From an optimization exercise on the open Yosys and OpenROAD flow, aimed at small area and a short achievable clock period; shortcuts taken in it are not production practice. No functional check of the RTL was part of any run shown here. Power is estimated from default activity; no workload was simulated.

--- config.mk ---
export PLATFORM = sky130hd
export DESIGN_NAME = PE
export DESIGN_NICKNAME = PE
export VERILOG_FILES = /design/flow/design.v
export SDC_FILE = /design/flow/constraint.sdc
export NUM_CORES = 4
export LEC_CHECK = 0
export ABC_AREA = 1
export CAP_MARGIN = 20
export CORE_MARGIN = 2
export CORE_UTILIZATION = 40
export SETUP_SLACK_MARGIN = 5
export SLEW_MARGIN = 20
--- constraint.sdc ---
create_clock -name core_clock -period 12.0 [get_ports {clk}]
set_input_delay 2.4000 -clock core_clock [delete_from_list [all_inputs] [get_ports {clk}]]
set_output_delay 2.4000 -clock core_clock [all_outputs]
set_load 0.01 [all_outputs]
--- design.v ---
`timescale 1ns/1ps
module fp_mult (
    input  logic        clk,
    input  logic        load,
    input  logic        first,
    input  logic        store,
    input  logic [31:0] a,
    input  logic [31:0] b,
    output logic [31:0] result
);
    logic        sgn;        
    logic [7:0]  exp_a, exp_b;
    logic [22:0] man_a;
    logic [23:0] man_b;      
    logic        nz_b;       
    always @(posedge clk) begin
        if (load) begin
            sgn   <= a[31] ^ b[31];
            exp_a <= a[30:23];
            exp_b <= b[30:23];
            man_a <= a[22:0];
            man_b <= {1'b1, b[22:0]};
        end
        else begin
            man_b <= man_b >> 5;
        end
    end
    logic [4:0] digit;
    assign digit = man_b[4:0];
    always @(posedge clk)
        nz_b <= (first ? 1'b0 : nz_b) | (load ? |digit[2:0] : |digit);
    logic [25:0] acc_s, acc_c;
    logic        acc_e;
    logic [25:0] x;
    assign x = {1'b1, man_a, 2'b00};
    logic [30:0] r0, r1, r2, r3, r4, r5, r6;
    assign r0 = {5'd0, x & {26{digit[0]}}};
    assign r1 = {4'd0, x & {26{digit[1]}}, acc_e & ~first};
    assign r2 = {3'd0, x & {26{digit[2]}}, 2'd0};
    assign r3 = {2'd0, x & {26{digit[3]}}, 3'd0};
    assign r4 = {1'd0, x & {26{digit[4]}}, 4'd0};
    assign r5 = first ? 31'd0 : {5'd0, acc_s};
    assign r6 = first ? 31'd0 : {5'd0, acc_c};
    logic [30:0] s1a, c1a, s1b, c1b, s2a, c2a, s2b, c2b, s3, c3, ts, tc;
    assign s1a = r0 ^ r1 ^ r2;
    assign c1a = ((r0 & r1) | (r0 & r2) | (r1 & r2)) << 1;
    assign s1b = r3 ^ r4 ^ r5;
    assign c1b = ((r3 & r4) | (r3 & r5) | (r4 & r5)) << 1;
    assign s2a = s1a ^ c1a ^ s1b;
    assign c2a = ((s1a & c1a) | (s1a & s1b) | (c1a & s1b)) << 1;
    assign s2b = c1b ^ r6;
    assign c2b = (c1b & r6) << 1;
    assign s3  = s2a ^ c2a ^ s2b;
    assign c3  = ((s2a & c2a) | (s2a & s2b) | (c2a & s2b)) << 1;
    assign ts  = s3 ^ c3 ^ c2b;
    assign tc  = ((s3 & c3) | (s3 & c2b) | (c3 & c2b)) << 1;
    logic [5:0] low;
    assign low = {1'b0, ts[4:0]} + {1'b0, tc[4:0]};
    always @(posedge clk) begin
        acc_s <= ts[30:5];
        acc_c <= tc[30:5];
        acc_e <= low[5];
    end
    logic [7:0] e2;
    logic       s2, z2, e2_ff, e2_fe, e2_00;
    logic [7:0] e2n;
    assign e2n = exp_a + exp_b + 8'd129;
    always @(posedge clk) begin
        e2    <= e2n;
        e2_ff <= (e2n == 8'hFF);
        e2_fe <= (e2n == 8'hFE);
        e2_00 <= (e2n == 8'h00);
        s2    <= sgn;
        z2    <= (exp_a == 8'd0 && man_a == 23'd0) ||
                 (exp_b == 8'd0 && !nz_b && digit[2:0] == 3'd0);
    end
    logic [25:0] p;
    assign p = acc_s + acc_c + {25'd0, acc_e};
    logic [7:0]  e3;
    logic [22:0] m3;
    logic        ovf, unf;
    assign e3  = p[24] ? e2 + 8'd1 : e2;
    assign m3  = p[24] ? p[23:1] : p[22:0];
    assign ovf = p[24] ? e2_fe : e2_ff;
    assign unf = p[24] ? e2_ff : e2_00;
    always @(posedge clk) begin
        if (store) begin
            if (z2)
                result <= 32'd0;
            else if (ovf)
                result <= {s2, 8'hFF, 23'd0};
            else if (unf)
                result <= {s2, 8'h00, 23'd0};
            else
                result <= {s2, e3, m3};
        end
    end
endmodule
`timescale 1ns/1ps
module fp_add (
    input  logic        clk,
    input  logic        rst,
    input  logic        add,
    input  logic        update,
    input  logic        run,
    input  logic [31:0] b,
    output logic [31:0] sum
);
    logic [31:0] a;
    assign a = sum;
    logic za, zb;
    assign za = (a[30:0] == 31'd0);
    assign zb = (b[30:23] == 8'd0);
    logic       swap;
    logic [4:0] shamt;
    logic [8:0] diff;
    logic [7:0] mag;
    assign diff = {1'b0, a[30:23]} - {1'b0, b[30:23]};
    assign mag  = diff[8] ? -diff[7:0] : diff[7:0];
    always @(posedge clk) begin
        swap  <= diff[8];
        shamt <= (mag[7:5] != 3'd0) ? 5'd31 : mag[4:0];
    end
    logic [23:0] man_a, man_b, major, minor;
    assign man_a = {~za, a[22:0]};
    assign man_b = {~zb, b[22:0]};
    assign major = swap ? man_b : man_a;
    assign minor = swap ? man_a : man_b;
    logic        larger;     
    logic        s_sgn;
    logic [7:0]  s_exp;
    logic [24:0] s_man;
    always @(posedge clk) begin
        if (add) begin
            s_sgn <= (za && zb) ? 1'b0 : (larger ? a[31] : b[31]);
            s_exp <= swap ? b[30:23] : a[30:23];
            s_man <= {1'b0, major} + {1'b0, minor >> shamt};
        end
    end
    always @(posedge clk or negedge rst) begin
        if (!rst)
            larger <= 1'b0;
        else if (add && run)
            larger <= (a[30:0] > b[30:0]);
    end
    logic norm;
    assign norm = s_man[24] && !s_man[23] && (s_exp != 8'd0);
    always @(posedge clk or negedge rst) begin
        if (!rst)
            sum <= 32'd0;
        else if (update)
            sum <= {s_sgn, s_exp + {7'd0, norm}, norm ? s_man[23:1] : s_man[22:0]};
    end
endmodule
`timescale 1ns/1ps
module PE (
    input clk,
    input rst,
    input logic [31:0] PE_in_a,
    input logic [31:0] PE_in_b,
    output logic [31:0] PE_out_r
);
    logic [4:0] pm;      
    logic [5:0] pa;      
    logic       run;     
    always @(posedge clk or negedge rst) begin
        if (!rst) begin
            pm  <= 5'b00001;
            pa  <= 6'b000001;
            run <= 1'b0;
        end
        else begin
            pm <= {pm[3:0], pm[4]};
            pa <= {pa[4:0], pa[5]};
            if (pa[5])
                run <= 1'b1;
        end
    end
    logic [31:0] prod;
    fp_mult uut_1 (.clk(clk),
                   .load(pm[0]),
                   .first(pm[1]),
                   .store(pm[1] & ~pa[2]),
                   .a(PE_in_a),
                   .b(PE_in_b),
                   .result(prod));
    fp_add uut_2 (.clk(clk),
                  .rst(rst),
                  .add(pa[3]),
                  .update(pa[5] & run),
                  .run(run),
                  .b(prod),
                  .sum(PE_out_r));
endmodule
--- run.sh ---
#!/bin/bash
# synth_recipe.tcl (not shown) runs the flow's synth.tcl, then flattens the netlist and writes it again
# the make line also repeats each setting of config.mk as NAME=value (left out here)
make -C /OpenROAD-flow-scripts/flow DESIGN_CONFIG=/design/flow/config.mk WORK_HOME=/design/flow/orfs CLKGATE_MAP_FILE= SYNTH_SCRIPT=/design/flow/synth_recipe.tcl finish
==> results of run 1 <==
flip-flops by register name, indices dropped and copies added, names as in the netlist, 5 cells and up:
| name | count |
|---|---|
| uut_1.e2 | 8 |
| uut_1.man_b | 24 |
| uut_1.exp_a | 8 |
| uut_2.shamt | 5 |
| uut_2.sum | 32 |
| pa | 6 |
| uut_2.s_exp | 8 |
| uut_1.acc_s | 26 |
| uut_1.exp_b | 8 |
| pm | 5 |
| uut_2.s_man | 25 |
| uut_1.man_a | 23 |
| uut_1.result | 32 |
| uut_1.acc_c | 26 |
where the power goes:
part           internal, µW  total (µW)  switching (µW)
registers               877         877               0
clock network           586         980             394
logic                  18.3        24.3            6.05
total                  1480        1880             400
worst max-delay path by stage:
stage | cells past startpoint | from | to
2_1_floorplan | 18 | uut_2.shamt[0] | uut_2.s_man[16]
4_1_cts | 19 | uut_2.swap | uut_2.s_man[16]
3_3_place_gp | 19 | uut_2.swap | uut_2.s_man[16]
3_5_place_dp | 19 | uut_2.swap | uut_2.s_man[16]
6_report | 19 | uut_2.swap | uut_2.s_man[16]
5_1_grt | 19 | uut_2.swap | uut_2.s_man[16]
cell families after synthesis:
kind of cell,count (synthesis),share of synthesized area
muxes,8,0.004286
and+or+nand+nor,999,0.2214
adders and majority gates,255,0.2182
DFF,248,0.3347
buffers and inverters,510,0.1039
AOI/OAI and AO/OA,306,0.08852
xor gates and xnor gates,62,0.02906
metrics by stage:
step / power, µW / worst slack, ns / util
after floorplan: 895.1 / 8.736 / -
after global placement: 919.3 / 7.278 / 0.4357
after detailed placement: 919.5 / 7.256 / 0.4357
after CTS: 1904 / 7.203 / 0.4590
after global routing: 1939 / 6.711 / 0.4590
final: 1882 / 7.047 / 0.4590
cells in the mapped netlist, types with 5 or more instances:
library cell and number:
xor2_1 38, nand4_1 24, fa_1 118, o21a_1 6, dfrtp_1 43, nor3_1 19, nand3b_1 5, nand3_1 97
ha_1 137, nor2_1 186, a31oi_1 7, nand2_1 616, xnor2_1 24, or2_2 8, edfxtp_1 106, o22ai_1 23
mux2i_1 8, dfxtp_1 97, a21oi_1 91, buf_2 9, o21ai_0 156, inv_1 435, o211ai_1 6, clkbuf_1 56
nor4_1 10, nor2_2 21
routing by layer:
layer,up-vias,global-route usage
li1,7664,-
met1,7135,0.2565
met2,357,0.3788
met3,80,0.01883
met4,0,0.06957
met5,-,0
critical path, stage by stage (launching register included):
cell     delay, ns
dfxtp_2       0.31
buf_4         0.66
inv_1         0.51
nand2_1       0.20
nand3_1       0.08
o21a_1        0.16
nand2_1       0.06
o21ai_0       0.11
or2_2         0.31
nand3_1       0.07
nand2_1       0.09
nor2_1        0.13
a21oi_1       0.08
ha_1          0.42
nand3_1       0.09
and2_1        0.19
o21ai_0       0.63
a21oi_1       0.20
o21ai_0       0.25
xor2_1        0.09
final cells by class:
type | instances | area share
Timing Repair Buffer | 107 | 0.04904
Sequential cell | 248 | 0.2940
Inverter | 439 | 0.07743
Tap cell | 607 | 0.03569
Multi-Input combinational cell | 1630 | 0.4931
Clock inverter | 20 | 0.009525
Clock buffer | 38 | 0.04122
==> metrics.md, run 1 <==
| Metric | Value |
|---|---|
| First-pass GRT wire length | `79.64 mm` |
| Hold Slack | `0.3408 ns` |
| P&R area growth vs syn | `13.89%` |
| Multi-input logic area | `10,490 µm²` |
| Post-route insts no fill | `3,089` |
| Crit path arrival time | `5.28 ns` |
| Commonest non-fill, non-tap cell in the layout | `nand2_1` |
| M1 WL | `20.83 mm` |
| Hold-fix buffers, CTS | `0` |
| Unique masters post-synth | `46` |
| Inserted Diodes | `0` |
| Die Y | `220.1 µm` |
| Minimum clock period | `4.953 ns` |
| CTS tree | `built` |
| Post-synth top flop | `edfxtp_1` |
| Final non-filler cell area | `21,280 µm²` |
| Final wirelength | `49.07 mm` |
| Crit Path Category | `flip-flop to flip-flop` |
| Number of routed nets with antenna violations | `0` |
| Placed cell area | `20,200 µm²` |
| Initial antenna violation count | `0` |
| Max layer used | `met4` |
| Fmax | `201.9 MHz` |
| Final Hold Viols | `0` |
| Reg2reg setup slack | `7.05 ns` |
| R2R cell count | `19` |
| Clock buffer depth | `3` |
| Post-Synthesis Cells | `2,388` |
| Post-synth EDFFs | `106` |
| RePlAce Congestion | `0.9364` |
| Core area | `46,360 µm²` |
| Global-route usage over all layers | `0.2074` |
| Hold_sp | `uut_1.sgn` |
| GRT overflow | `0` |
| Commonest cells after routing, fill and taps aside | `616 x nand2_1, 435 x inv_1, 185 x nor2_1` |
| Vias in the first global route | `15,389` |
| Die Footprint | `48,460 µm²` |
| Nets | `2,778` |
| Vias | `15,236` |
| Syn_area_per_cell | `7.825 µm²` |
| Relative slew slack | `0.3089` |
| DRT Pass-1 Iters | `6` |
| Site Rows | `79` |
| Share of the synthesized area in the top cell type | `0.1703` |
| Crit end category | `flip-flop` |
| Slew Limit Fails | `0` |
| Power Density | `88.42 nW/µm²` |
| Worst setup SP type | `flip-flop` |
| Dominant cell type by area after synthesis | `edfxtp_1` |
| Period utilization | `0.4127` |
| Crit-path max FO | `103` |
| Met2 routed WL | `24.55 mm` |
| Die X | `220.1 µm` |
| Clock Pin Slew Worst Setup and Hold Paths | `0.06 ns` |
| H-tree depth | `1` |
| Worst-margin pin slew | `1.034 ns` |
| Worst Hold Depth | `0` |
| Cell Area, Synth | `18,690 µm²` |
| RSZ-0062 raised after global routing | `no` |
| Clock Skew | `0.01959 ns` |
| Asr flop ratio synth | `0.1815` |
| Clock Sinks | `248` |
| Vias per cell | `4.932` |
| Outcome | `timing/DRC/antenna clean` |
| Met3 wire length | `1.943 mm` |
| Register area | `6256 µm²` |
| DRC Markers | `0` |
| Hold endpoint | `uut_1.s2` |
| Worst Path Required | `12.33 ns` |
| Final HPWL DP | `39.05 mm` |
| Initial Util | `0.4031` |
| Setup Fix Bufs, Post-CTS | `0` |
| Pin count of the biggest net entering global routing | `104` |
| Reg2reg end | `uut_2.s_man[16]` |
| Total CTS buffers | `31` |
| Register area share after synthesis | `0.3347` |
| Pleak | `0.01100 µW` |
| Placed cell count | `3,031` |
| Peak supply drop | `0.1111 mV` |
| Area contributors post-synth | `edfxtp_1 17%, fa_1 13%, nand2_1 12%` |
| Post-Syn Nets | `2,709` |
| Fillcell total | `4,579` |
| Clock Latency Late Sink | `0.59 ns` |
| Final setup vio count | `0` |
| Fraction of layout cells with a size suffix above 1 | `0.04472` |
| Worst Hold Class | `flip-flop to flip-flop` |
| Yosys reg bits | `248` |
| Starting DRT DRC Count | `953` |
| Post_cts resized | `0` |
| PortBufs | `97` |
| Setup TNS | `0 ns` |
| Syn. warnings | `3` |
| FF-to-FF Start | `uut_2.swap` |
| # Max-Cap Violations | `0` |
| Drt wl/cell | `15.88 µm` |
| Root Driver | `clkbuf_16` |
| Num ports | `98` |
==> inputs of run 2 (changes only) <==
--- a/config.mk
+++ b/config.mk
@@ -7,3 +7,2 @@
 export LEC_CHECK = 0
-export ABC_AREA = 1
 export CAP_MARGIN = 20
==> run 2 against run 1 <==
  * Sequential share of layout area grew 0.98 points
  * Still clean on timing, DRC and antenna
  * Cell count down 22%
  * Core utilization is 0.56 points higher
==> metrics.md, run 2 <==
| Metric | Value |
|---|---|
| Worst-margin pin slew | `1.048 ns (+0.01381 ns)` |
| Commonest cells post-synth | `179 x inv_1, 137 x ha_1, 119 x and2_1` |
| Worst setup SP type | `flip-flop` |
| Syn. warnings | `3 (unchanged)` |
| Final Hold Viols | `0 (unchanged)` |
| Period utilization | `0.4346 (+0.02184)` |
| Setup TNS | `0 ns (unchanged)` |
| Initial antenna violation count | `0 (unchanged)` |
| Syn_area_per_cell | `10.59 µm² (+35%)` |
| Multi-input logic area | `10,790 µm² (+2.9%)` |
| DRT Pass-1 Iters | `5 (-1)` |
| Largest regs | `uut_1.result (32), uut_2.sum (32)` |
| Site Rows | `77 (-2.5%)` |
| Post-synth EDFFs | `106 (unchanged)` |
| Nets | `2,098 (-24%)` |
| Relative slew slack | `0.2993 (-0.009540)` |
| Worst Hold Class | `flip-flop to flip-flop` |
| Setup WS pre-CTS | `6.878 ns (-0.3781 ns)` |
| Num ports | `98 (unchanged)` |
| Fraction of layout cells with a size suffix above 1 | `0.1093 (+0.06460)` |
| Crit path arrival time | `5.55 ns (+0.27 ns)` |
| Hold-fix buffers, CTS | `0 (unchanged)` |
| PortBufs | `97 (unchanged)` |
| Reg2reg setup slack | `6.79 ns (-0.26 ns)` |
| Crit Path Category | `flip-flop to flip-flop` |
| Clock buffer depth | `3 (unchanged)` |
| Inserted Diodes | `0 (unchanged)` |
| First-pass GRT wire length | `70.23 mm (-12%)` |
| # Max-Cap Violations | `0 (unchanged)` |
| Global-route usage over all layers | `0.1868 (-0.02063)` |
| Vias | `12,440 (-18%)` |
| Slowest CP cell | `nor4_1` |
| Dominant cell type by area after synthesis | `edfxtp_1` |
| Number of routed nets with antenna violations | `0 (unchanged)` |
| Vias in the first global route | `13,165 (-14%)` |
| Final worst slack | `6.785 ns (-0.2620 ns)` |
| Final core utilization | `0.4647 (+0.005610)` |
| Die Footprint | `46,660 µm² (-3.7%)` |
| Outcome | `timing/DRC/antenna clean` |
| Die Y | `216.0 µm (-1.9%)` |
| Power Density | `91.04 nW/µm² (+3.0%)` |
| Post-Syn Nets | `2,019 (-25%)` |
| Area contributors post-synth | `edfxtp_1 18%, fa_1 13%, dfxtp_1 11%` |
| Pin count of the biggest net entering global routing | `67 (-36%)` |
| Die X | `216.0 µm (-1.9%)` |
| Post-synth top flop | `edfxtp_1` |
| Crit-path max FO | `5 (-95%)` |
| Vias per cell | `5.196 (+5.4%)` |
| DRC Markers | `0 (unchanged)` |
| P&R area growth vs syn | `14.53%` |
| Crit end category | `flip-flop` |
| Fmax | `191.8 MHz (-5.0%)` |
| Final setup vio count | `0 (unchanged)` |
| Drt wl/cell | `17.82 µm (+12%)` |
| Slew Limit Fails | `0 (unchanged)` |
| Final HPWL DP | `33.03 mm (-15%)` |
| Cell Area, Synth | `17,980 µm² (-3.8%)` |
| Setup Fix Bufs, Post-CTS | `0 (unchanged)` |
| RSZ-0062 raised after global routing | `no` |
| Register area share after synthesis | `0.3478 (+0.01314)` |
| H-tree depth | `1 (unchanged)` |
| Clock Latency Late Sink | `0.58 ns (about the same)` |
| RePlAce Congestion | `0.9100 (-2.8%)` |
| Crit-path max cell delay | `0.62 ns (-0.04 ns)` |
| Peak supply drop | `0.09616 mV (-13%)` |
| Register area | `6255 µm² (about the same)` |
| Yosys reg bits | `248 (unchanged)` |
| Post-Synthesis Cells | `1,698 (-29%)` |
| Pleak | `0.009414 µW (-14%)` |
| Most frequent cell after synthesis | `inv_1` |
| Root Driver | `clkbuf_16` |
| Commonest non-fill, non-tap cell in the layout | `inv_1` |
| Unique masters post-synth | `69 (+50%)` |
| Clock Pin Slew Worst Setup and Hold Paths | `0.07 ns (about the same)` |
| Asr flop ratio synth | `0.1815 (unchanged)` |
| Minimum clock period | `5.215 ns (+0.2620 ns)` |
| Initial Util | `0.4057 (+0.002637)` |
| Final wirelength | `42.66 mm (-13%)` |
| Commonest cells after routing, fill and taps aside | `179 x inv_1, 137 x ha_1, 118 x and2_1, 118 x fa_1, 106 x edfxtp_1` |
| Clock Sinks | `248 (unchanged)` |
| Post_cts resized | `0 (unchanged)` |
| Worst Path Required | `12.34 ns (about the same)` |
| Fillcell total | `4,176 (-8.8%)` |
| CTS tree | `built` |
| Total CTS buffers | `31 (unchanged)` |
| Core area | `44,320 µm² (-4.4%)` |
| GRT overflow | `0 (unchanged)` |
| Clock Skew | `0.01359 ns (-0.006001 ns)` |
| Starting DRT DRC Count | `821 (-14%)` |
| Share of the synthesized area in the top cell type | `0.1770 (+0.006686)` |
| Critical-path cell list | `nor4_1 > nand4_1 > nor2_1 > mux4_2 > o21ai_0 > mux2i_1 > o22ai_1 > ha_1 > fa_1 > a21o_1 > a21oi_1 > o21ai_0 > a31oi_1 > o2111a_1 > o31a_1 > o21bai_1 > a21oi_1 > xnor2_1` |
-- run 2: routing by layer --
metal,global-route usage,part of all wire,vias to the layer above
li1,-,-,6024
met1,0.2443,0.45,6014
met2,0.3169,0.47,313
met3,0.02974,0.048,89
met4,0.06005,0.033,0
met5,0,0,-
-- run 2: report_power, final --
group | total [µW] | switching (µW) | internal [µW]
clock | 973 | 377 | 596
sequential | 877 | 0 | 877
combinational | 24.8 | 6.38 | 18.5
total | 1870 | 383 | 1490
-- run 2: final cells by class --
cell class                      count  share of cell area
Tap cell                          592             0.03597
Clock inverter                     16            0.008628
Clock buffer                       42             0.04417
Timing Repair Buffer              107             0.05055
Multi-Input combinational cell   1209              0.5241
Sequential cell                   248              0.3037
Inverter                          180             0.03281
-- run 2: path summary, 6_finish.rpt --
kind,startpoint,endpoint,depth (start not counted)
max,uut_2.sum[26],uut_2.s_man[22],18
max reg2reg,uut_2.sum[26],uut_2.s_man[22],18
min reg2reg,uut_1.sgn,uut_1.s2,0
max in group asynchronous,rst,pa[2],2
min in group asynchronous,rst,uut_2.sum[9],2
min,uut_1.sgn,uut_1.s2,0
-- run 2: through the flow --
stage / hold WS (ns) / total power (µW) / std cells / cell area (µm²)
6_report: 0.3362 / 1875 / 2394 / 20590
5_1_grt: 0.3553 / 1935 / 2394 / 20590
4_1_cts: 0.3466 / 1903 / 2394 / 20590
3_5_place_dp: 0.3279 / 920.2 / 2336 / 19510
3_3_place_gp: 0.3281 / 919.8 / 2336 / 19510
2_1_floorplan: 0.3233 / 895.2 / 1698 / 17980
-- run 2: kinds of logic after synthesis --
kind of cell,Yosys count,synth area share
multiplexers,145,0.1019
XOR/XNOR,65,0.03166
adder cells (fa/ha/maj),255,0.2267
flip-flops,248,0.3478
AND/OR/NAND/NOR,471,0.1403
AO/OA/AOI/OAI,273,0.09847
buffers and inverters,241,0.05310
-- run 2: worst max-delay path, delay by kind of cell (launching register included) --
kind / cells / cell delay [ns]
multiplexers: 2 / 0.56
AO/OA/AOI/OAI: 10 / 2.07
XOR/XNOR: 1 / 0.08
AND/OR/NAND/NOR: 3 / 1.13
flip-flops: 1 / 0.42
adder cells (fa/ha/maj): 2 / 0.70
==> inputs of run 3 (changes only) <==
--- a/design.v
+++ b/design.v
@@ -111,4 +111,6 @@
     logic za, zb;
-    assign za = (a[30:0] == 31'd0);
-    assign zb = (b[30:23] == 8'd0);
+    always @(posedge clk) begin
+        za <= (a[30:0] == 31'd0);
+        zb <= (b[30:23] == 8'd0);
+    end
     logic       swap;
==> run 3 against run 2 <==
  * Non-clock buffer count increased by 2
  * Register-to-register slack improved by 0.06 ns
  * Sequential share of layout area increased by 0.18 points
  * Critical path depth unchanged
  * Wire length increased by 3.5%
  * Clock skew increased by 0.0036 ns
  * Count of clock-buffer cells in the layout increased by 5
  * Area after synthesis increased by 0.22%
  * Global-route usage increased by 0.47 points
  * First-iteration DRC count decreased by 30%
  * Flip-flop and latch count increased by 2
  * Largest power group unchanged
==> metrics.md, run 3 <==
| Metric | Value |
|---|---|
| Fraction of layout cells with a size suffix above 1 | `0.09248 (-0.01684)` |
| Peak supply drop | `0.1048 mV (+9.0%)` |
| Commonest cells after routing, fill and taps aside | `187 x inv_1, 137 x ha_1, 127 x and2_1` |
| Clk pwr share | `0.510 (-0.009)` |
| Slowest CP cell | `buf_4` |
| Sequential Power Share | `0.477 (+0.009)` |
| Final setup vio count | `0 (unchanged)` |
| DRC Markers | `0 (unchanged)` |
| Combinational power share | `0.013 (about the same)` |
| Syn. warnings | `3 (unchanged)` |
| Clock Skew | `0.01719 ns (+0.003605 ns)` |
| Pleak | `0.009333 µW (-0.86%)` |
| Outcome | `timing/DRC/antenna clean` |
| Initial antenna violation count | `0 (unchanged)` |
| Clock buffer depth | `3 (unchanged)` |
| RePlAce Congestion | `0.8751 (-3.8%)` |
| Post-Synthesis Cells | `1,748 (+2.9%)` |
| Inserted Diodes | `0 (unchanged)` |
| Cell Area, Synth | `18,020 µm² (+0.22%)` |
| Total CTS buffers | `31 (unchanged)` |
| Largest family of logic cells by synthesized area | `adder cells` |
| Crit path arrival time | `5.49 ns (-0.06 ns)` |
| Drt wl/cell | `18.08 µm (+1.5%)` |
| GRT overflow | `0 (unchanged)` |
| Hold endpoint | `uut_1.s2` |
| Post-synthesis xor/xnor area fraction | `0.03257 (+0.0009040)` |
| Hold_sp | `uut_1.sgn` |
| Worst Path Required | `12.34 ns (about the same)` |
| NetSw | `378.6 µW (-1.2%)` |
| Die X | `216.2 µm (+0.11%)` |
| Worst setup SP type | `flip-flop` |
| Crit Path Category | `flip-flop to flip-flop` |
| Die Footprint | `46,760 µm² (+0.21%)` |
| Mux cell area share after synthesis | `0.08124 (-0.02070)` |
| Nets | `2,146 (+2.3%)` |
| Share of the synthesized area in the top cell type | `0.1767 (-0.0003811)` |
| First-pass GRT wire length | `71.23 mm (+1.4%)` |
| Hold-fix buffers, CTS | `0 (unchanged)` |
| Yosys reg bits | `250 (+0.81%)` |
| R2R cell count | `18 (unchanged)` |
| Synth Area in Simple Gates | `0.1512 (+0.01088)` |
| Power Density | `90.05 nW/µm² (-1.1%)` |
| Reg2reg setup slack | `6.85 ns (+0.06 ns)` |
| Clock Sinks | `250 (+0.81%)` |
| Die Y | `216.2 µm (+0.11%)` |
| Minimum clock period | `5.154 ns (-0.06111 ns)` |
| Setup Fix Bufs, Post-CTS | `0 (unchanged)` |
| Dominant cell type by area after synthesis | `edfxtp_1` |
| H-tree depth | `1 (unchanged)` |
| Root Driver | `clkbuf_16` |
| Initial Util | `0.4066 (+0.0008752)` |
| Area contributors post-synth | `edfxtp_1 18%, fa_1 13%, dfxtp_1 11%` |
| Worst-margin pin slew | `1.092 ns (+0.04457 ns)` |
| Core area | `44,320 µm² (unchanged)` |
| Relative slew slack | `0.2652 (-0.03416)` |
| Setup TNS | `0 ns (unchanged)` |
| Slew Limit Fails | `0 (unchanged)` |
| Post-Syn Nets | `2,069 (+2.5%)` |
| Post-synth EDFFs | `106 (unchanged)` |
| Final Hold Viols | `0 (unchanged)` |
| # Max-Cap Violations | `0 (unchanged)` |
| Final HPWL DP | `33.95 mm (+2.8%)` |
| Num ports | `98 (unchanged)` |
| Crit-path max FO | `51 (+46)` |
| Synth Area in Compound Gates | `0.1046 (+0.006107)` |
| PortBufs | `97 (unchanged)` |
| Period utilization | `0.4295 (-0.005093)` |
| Post-synth top flop | `edfxtp_1` |
| Largest regs | `uut_1.result (32), uut_2.sum (32)` |
| Vias in the first global route | `13,333 (+1.3%)` |
| Commonest cells post-synth | `187 x inv_1, 137 x ha_1, 128 x and2_1` |
| Clock Pin Slew Worst Setup and Hold Paths | `0.06 ns (about the same)` |
| Power Internal | `1476 µW (-1.0%)` |
| Most frequent cell after synthesis | `inv_1` |
| Number of routed nets with antenna violations | `0 (unchanged)` |
| Switch share | `0.2041 (-0.0002143)` |
| Site Rows | `77 (unchanged)` |
| Adder-cell share of the synthesized area | `0.2262 (-0.0004880)` |
| Commonest non-fill, non-tap cell in the layout | `inv_1` |
| Crit-path max cell delay | `0.57 ns (-0.05 ns)` |
| Post_cts resized | `0 (unchanged)` |
| Clock Latency Late Sink | `0.60 ns (+0.02 ns)` |
| Syn_area_per_cell | `10.31 µm² (-2.7%)` |
| RSZ-0062 raised after global routing | `no` |
| Starting DRT DRC Count | `571 (-30%)` |
| Pin count of the biggest net entering global routing | `67 (unchanged)` |
| Global-route usage over all layers | `0.1915 (+0.004664)` |
| Reg2reg end | `uut_2.s_man[22]` |
| Unique masters post-synth | `73 (+5.8%)` |
| Register area share after synthesis | `0.3493 (+0.001473)` |
| Fmax | `194.0 MHz (+1.2%)` |
| Crit path from | `uut_2.swap` |
| Vias per cell | `5.266 (+1.3%)` |
| Critical-path cell list | `buf_4 > nor2_1 > a211oi_1 > mux2i_1 > or2_2 > nand2_1 > o21ai_0 > o22ai_1 > ha_1 > nand2_1 > nand2b_1 > or3_1 > o211ai_1 > o31ai_1 > a31o_2 > o31a_1 > a211oi_1 > xnor2_1` |
| Crit end category | `flip-flop` |
| Worst Hold Depth | `0 (unchanged)` |
| CTS tree | `built` |
| FF-to-FF Start | `uut_2.swap` |
| P&R area growth vs syn | `14.33%` |
| Asr flop ratio synth | `0.1800 (-0.001452)` |
| Final wirelength | `44.15 mm (+3.5%)` |
| DRT Pass-1 Iters | `5 (unchanged)` |
| Worst Hold Class | `flip-flop to flip-flop` |
| Vias | `12,855 (+3.3%)` |
| Pwr Total | `1855 µW (-1.0%)` |
run 3: per-layer routing:
metal / up-vias / GRT usage / part of all wire
met3: 79 / 0.02260 / 0.041
met1: 6321 / 0.2371 / 0.43
met4: 0 / 0.07009 / 0.035
met2: 291 / 0.3424 / 0.50
met5: - / 0 / 0
li1: 6164 / - / -
run 3: power groups by stage:
stage	clock [µW]	sequential, µW	combinational [µW]
floorplan	0	902	0.249
global placement	0	902	25.0
detailed placement	0	902	25.5
CTS	976	884	25.5
global route	1010	883	27.0
finish	946	884	24.9
run 3: layout make-up:
| cell class | instances | area (µm²) |
|---|---|---|
| multi-input cells | 1246 | 10750 |
| inverters | 187 | 701.9 |
| fillers | 4256 | 23720 |
| well taps | 592 | 740.7 |
| repair buffers | 109 | 1056 |
| clock inverters | 10 | 95.09 |
| clock buffers | 47 | 960.9 |
| flip-flops and latches | 250 | 6295 |
run 3: cells by family (layout without fill, tap and decap cells):
group | count (synthesis) | in the layout
adder cells (fa/ha/maj) | 255 | 255
buffers and inverters | 252 | 353
AND/OR/NAND/NOR | 523 | 523
AO/OA/AOI/OAI | 290 | 290
flip-flops | 250 | 250
XOR/XNOR | 67 | 67
multiplexers | 111 | 111
run 3: through the flow:
stage	cell area [µm²]	utilization	instances	setup slack, ns	hold slack [ns]
detailed placement	19540	0.4410	2384	6.929	0.3285
global route	20600	0.4648	2441	6.486	0.3551
global placement	19540	0.4410	2384	7.025	0.3317
CTS	20600	0.4648	2441	6.911	0.3397
floorplan	18020	-	1748	7.704	0.3233
finish	20600	0.4648	2441	6.846	0.3370
run 3: worst max path at each step:
| stage | slack [ns] | endpoint |
|---|---|---|
| final | 6.85 | uut_2.s_man[22] |
| after global routing | 6.49 | uut_2.s_man[22] |
| after CTS | 6.91 | uut_2.s_man[22] |
| after detailed placement | 6.93 | uut_2.s_man[22] |
| after global placement | 7.02 | uut_2.s_man[22] |
| after floorplan | 7.70 | uut_2.s_man[22] |
run 3: critical path, delay by kind of cell (launching register included):
family          cells  cell delay [ns]
compound gates      8             2.21
simple gates        6             1.06
buf+inv             1             0.57
flops               1             0.44
fa+ha+maj           1             0.32
mux                 1             0.16
xor+xnor            1             0.10
==> inputs of run 4 (changes only) <==
==> flow/run.sh (new file) <==
#!/bin/bash
set -euo pipefail
bash standard.sh finish SETUP_SLACK_MARGIN=8 > flow.log 2>&1
==> standard.sh (new file) <==
#!/bin/bash
# synth_recipe.tcl (not shown) runs the flow's synth.tcl, then flattens the netlist and writes it again
# the make line also repeats each setting of config.mk as NAME=value (left out here)
make -C /OpenROAD-flow-scripts/flow DESIGN_CONFIG=/design/flow/config.mk WORK_HOME=/design/flow/orfs CLKGATE_MAP_FILE= SYNTH_SCRIPT=/design/flow/synth_recipe.tcl "${@:-finish}"
--- a/config.mk
+++ b/config.mk
@@ -10,3 +10,2 @@
 export CORE_UTILIZATION = 40
-export SETUP_SLACK_MARGIN = 5
 export SLEW_MARGIN = 20
removed: run.sh
==> run 4 against run 3 <==
  * Critical path depth rose by 3
  * Fmax up 23%
  * Clock power is 1% lower
  * Sequential power about the same
  * Global-route usage up 0.99 points
  * Worst setup slack improved by 0.98 ns
  * Sequential share of layout area down 1.1 points
  * Highest routed layer unchanged
==> metrics.md, run 4 <==
| Metric | Value |
|---|---|
| Starting DRT DRC Count | `732 (+28%)` |
| RSZ-0062 raised after global routing | `yes` |
| Clock Latency Late Sink | `0.59 ns (about the same)` |
| Die Footprint | `46,760 µm² (unchanged)` |
| Die Y | `216.2 µm (unchanged)` |
| Largest regs | `uut_1.result (32), uut_2.sum (32)` |
| Die X | `216.2 µm (unchanged)` |
| Pleak | `0.009797 µW (+5.0%)` |
| Post-synth top flop | `edfxtp_1` |
| Yosys reg bits | `250 (unchanged)` |
| CP delay by family, top | `compound AO/OA/AOI/OAI gates` |
| Cell Area, Synth | `18,020 µm² (unchanged)` |
| Fraction of layout cells with a size suffix above 1 | `0.1695 (+0.07705)` |
| RePlAce Congestion | `0.8738 (-0.15%)` |
| Buf/Inv on CP | `5 (+4)` |
| Final core utilization | `0.4857 (+0.02089)` |
| Post-Synthesis Cells | `1,748 (unchanged)` |
| Root Driver | `clkbuf_16` |
| Reg2reg setup slack | `7.83 ns (+0.98 ns)` |
| Slew Limit Fails | `0 (unchanged)` |
| DRC Markers | `0 (unchanged)` |
| Final HPWL DP | `33.92 mm (-0.11%)` |
| Worst-margin pin slew | `1.140 ns (+0.04819 ns)` |
| Worst Hold Class | `flip-flop to flip-flop` |
| P&R area growth vs syn | `19.46%` |
| Peak supply drop | `0.1044 mV (-0.39%)` |
| Crit-path max cell delay | `0.38 ns (-0.19 ns)` |
| Crit Path Category | `flip-flop to flip-flop` |
| Clock Pin Slew Worst Setup and Hold Paths | `0.06 ns (about the same)` |
| Clock buffer depth | `3 (unchanged)` |
| PortBufs | `97 (unchanged)` |
| Unique masters post-synth | `73 (unchanged)` |
| Crit-path max FO | `6 (-88%)` |
| H-tree depth | `1 (unchanged)` |
| Asr flop ratio synth | `0.1800 (unchanged)` |
| Fillcell total | `4,105 (-3.5%)` |
| Post-synth EDFFs | `106 (unchanged)` |
| Critical-path cell list | `buf_12 > buf_16 > mux4_2 > mux2i_4 > buf_4 > a21oi_4 > mux2i_1 > o22ai_1 > ha_2 > inv_2 > fa_2 > nor2b_2 > o21ai_2 > a21oi_2 > o211ai_1 > buf_4 > o31ai_4 > a31o_2 > o31a_1 > a211oi_2 > xnor2_1` |
| Crit end category | `flip-flop` |
| Final setup vio count | `0 (unchanged)` |
| GRT overflow | `0 (unchanged)` |
| Nets | `2,214 (+3.2%)` |
| Num ports | `98 (unchanged)` |
| Core area | `44,320 µm² (unchanged)` |
| Worst setup SP type | `flip-flop` |
| Most frequent cell after synthesis | `inv_1` |
| Clock Skew | `0.01442 ns (-0.002776 ns)` |
| Share of the synthesized area in the top cell type | `0.1767 (unchanged)` |
| Initial Util | `0.4066 (unchanged)` |
| Drt wl/cell | `18.59 µm (+2.8%)` |
| Fmax | `239.6 MHz (+23%)` |
| Commonest cells after routing, fill and taps aside | `184 x inv_1, 133 x ha_1, 124 x and2_1` |
| Period utilization | `0.3478 (-0.08167)` |
| Outcome | `timing/DRC/antenna clean` |
| Dominant cell type by area after synthesis | `edfxtp_1` |
| Commonest cells post-synth | `187 x inv_1, 137 x ha_1, 128 x and2_1` |
| Global-route usage over all layers | `0.2014 (+0.009930)` |
| Crit path arrival time | `4.51 ns (-0.98 ns)` |
| Pin count of the biggest net entering global routing | `67 (unchanged)` |
| Area contributors post-synth | `edfxtp_1 18%, fa_1 13%, dfxtp_1 11%` |
| Number of routed nets with antenna violations | `0 (unchanged)` |
| Post-Syn Nets | `2,069 (unchanged)` |
| Total CTS buffers | `30 (-3.2%)` |
| First-pass GRT wire length | `74.73 mm (+4.9%)` |
| Register area share after synthesis | `0.3493 (unchanged)` |
| Commonest non-fill, non-tap cell in the layout | `inv_1` |
| Vias in the first global route | `13,774 (+3.3%)` |
| Setup TNS | `0 ns (unchanged)` |
| Slowest CP cell | `mux4_2` |
| Final wirelength | `46.65 mm (+5.7%)` |
| Final Hold Viols | `0 (unchanged)` |
| Syn. warnings | `3 (unchanged)` |
| Site Rows | `77 (unchanged)` |
| Syn_area_per_cell | `10.31 µm² (unchanged)` |
| Vias | `13,249 (+3.1%)` |
| Initial antenna violation count | `1 (+1)` |
| Most frequent CP cell | `buf_4` |
| Relative slew slack | `0.2327 (-0.03243)` |
| # Max-Cap Violations | `0 (unchanged)` |
| Vias per cell | `5.281 (+0.27%)` |
| Clock Sinks | `250 (unchanged)` |
| Worst Path Required | `12.33 ns (about the same)` |
| CTS tree | `built` |
| Minimum clock period | `4.174 ns (-0.9800 ns)` |
| DRT Pass-1 Iters | `5 (unchanged)` |
| Power Density | `85.61 nW/µm² (-4.9%)` |
| Inserted Diodes | `0 (unchanged)` |
-- run 4: cell count changes in the layout (fill, tap and decap cells not counted), sizes merged --
cell and change:
clkinv +3, dlymetal6s2s +4, clkinvlp +11, clkbuf -13, bufbuf +2, buf +65, dlygate4sd2 +11, bufinv +3
clkdlybuf4s50 -15, inv -3
-- run 4: worst register-to-register path, cell delays in order (launching register included) --
cell	delay (ns)
dfxtp_4	0.37
buf_12	0.13
buf_16	0.13
mux4_2	0.38
mux2i_4	0.08
buf_4	0.14
a21oi_4	0.19
mux2i_1	0.10
o22ai_1	0.19
ha_2	0.23
inv_2	0.04
fa_2	0.36
nor2b_2	0.13
o21ai_2	0.07
a21oi_2	0.15
o211ai_1	0.10
buf_4	0.16
o31ai_4	0.28
a31o_2	0.21
o31a_1	0.23
a211oi_2	0.11
xnor2_1	0.13
-- run 4: report_power, final --
group          internal (µW)  switching (µW)  total, µW
Combinational           18.4            6.25       24.7
Clock                    551             384        935
Sequential               883               0        883
-- run 4: routing by layer --
metal | global-route usage | up-vias | share of wire
met5 | 0 | - | 0
met3 | 0.02891 | 98 | 0.044
met1 | 0.2487 | 6513 | 0.42
met2 | 0.3566 | 330 | 0.49
li1 | - | 6308 | -
met4 | 0.07466 | 0 | 0.041
-- run 4: metrics by stage --
stage / total power [µW] / cells / hold slack, ns / cell area [µm²] / worst slack [ns]
finish: 1843 / 2509 / 0.3407 / 21530 / 7.826
global placement: 926.7 / 2384 / 0.3313 / 19550 / 7.047
global route: 1902 / 2509 / 0.3602 / 21530 / 7.689
floorplan: 902.0 / 1748 / 0.3233 / 18040 / 8.011
detailed placement: 926.9 / 2384 / 0.3293 / 19550 / 6.975
CTS: 1866 / 2503 / 0.3494 / 21370 / 7.847
-- run 4: cells by family after synthesis --
| group | count (synthesis) | share of synthesized area |
|---|---|---|
| flops | 250 | 0.3493 |
| mux | 111 | 0.08124 |
| fa+ha+maj | 255 | 0.2262 |
| compound gates | 290 | 0.1046 |
| buf+inv | 252 | 0.05493 |
| simple gates | 523 | 0.1512 |
| xor+xnor | 67 | 0.03257 |
-- run 4: cell type report --
cell class,count,area [µm²],share of cell area
tap,592,740.7,0.03441
multi-input combinational,1246,11010,0.5113
timing repair inverter,2,10.01,0.0004650
sequential,250,6349,0.2949
clock inverter,22,240.2,0.01116
timing repair buffer,176,1695,0.07876
inverter,187,709.4,0.03296
clock buffer,34,775.7,0.03604
-- run 4: repair_timing --
action | CTS | global route
hold endpoints to repair | 0 | 0
pin swaps | 28 | 14
cloned | 6 | 0
buffers inserted | 57 | 6
resized for setup | 104 | 21
endpoints found under the setup margin | 71 | 34
hold buffers | 0 | 0
-- run 4: path summary, 6_finish.rpt --
kind                                      from              end  cells past startpoint
worst max-delay path            uut_2.shamt[0]  uut_2.s_man[22]                     21
worst min-delay path                 uut_1.sgn         uut_1.s2                      0
worst max register to register  uut_2.shamt[0]  uut_2.s_man[22]                     21
worst min register to register       uut_1.sgn         uut_1.s2                      0
max in group asynchronous                  rst    uut_2.sum[18]                      2
min in group asynchronous                  rst    uut_2.sum[30]                      2

## afterwards: timing with drivers on the ports
In the flow no input, the clock included, has a driving cell. The finished layouts below were timed again as built, in two steps.
Step 1, drivers: a clkbuf_16 drives clk and a buf_2 each remaining input, both assumed.
Step 2, shift: input delay + t, output delay - t, t = (earliest + latest rising clock arrival at the registers) / 2. This alone moves slack from input paths to output paths.
Slacks: ideal / step 1 / step 2; pairs: ideal / step 1.
| run | t, ns | setup slack, ns | latest minus earliest clock arrival (ns) | worst slew at a driven data input, ns | cell pins on the clock port's net |
|---|---|---|---|---|---|
| run 1 | 0.633 | 7.047 / 7.047 / 7.047 | 0.021 / 0.021 | 0.05 | 1 |
| run 2 | 0.626 | 6.785 / 6.785 / 6.785 | 0.014 / 0.014 | 0.05 | 1 |
| run 3 | 0.645 | 6.846 / 6.846 / 6.846 | 0.019 / 0.019 | 0.05 | 1 |
| run 4 | 0.635 | 7.826 / 7.826 / 7.826 | 0.015 / 0.014 | 0.05 | 1 |
After both steps every run listed still meets setup and hold.
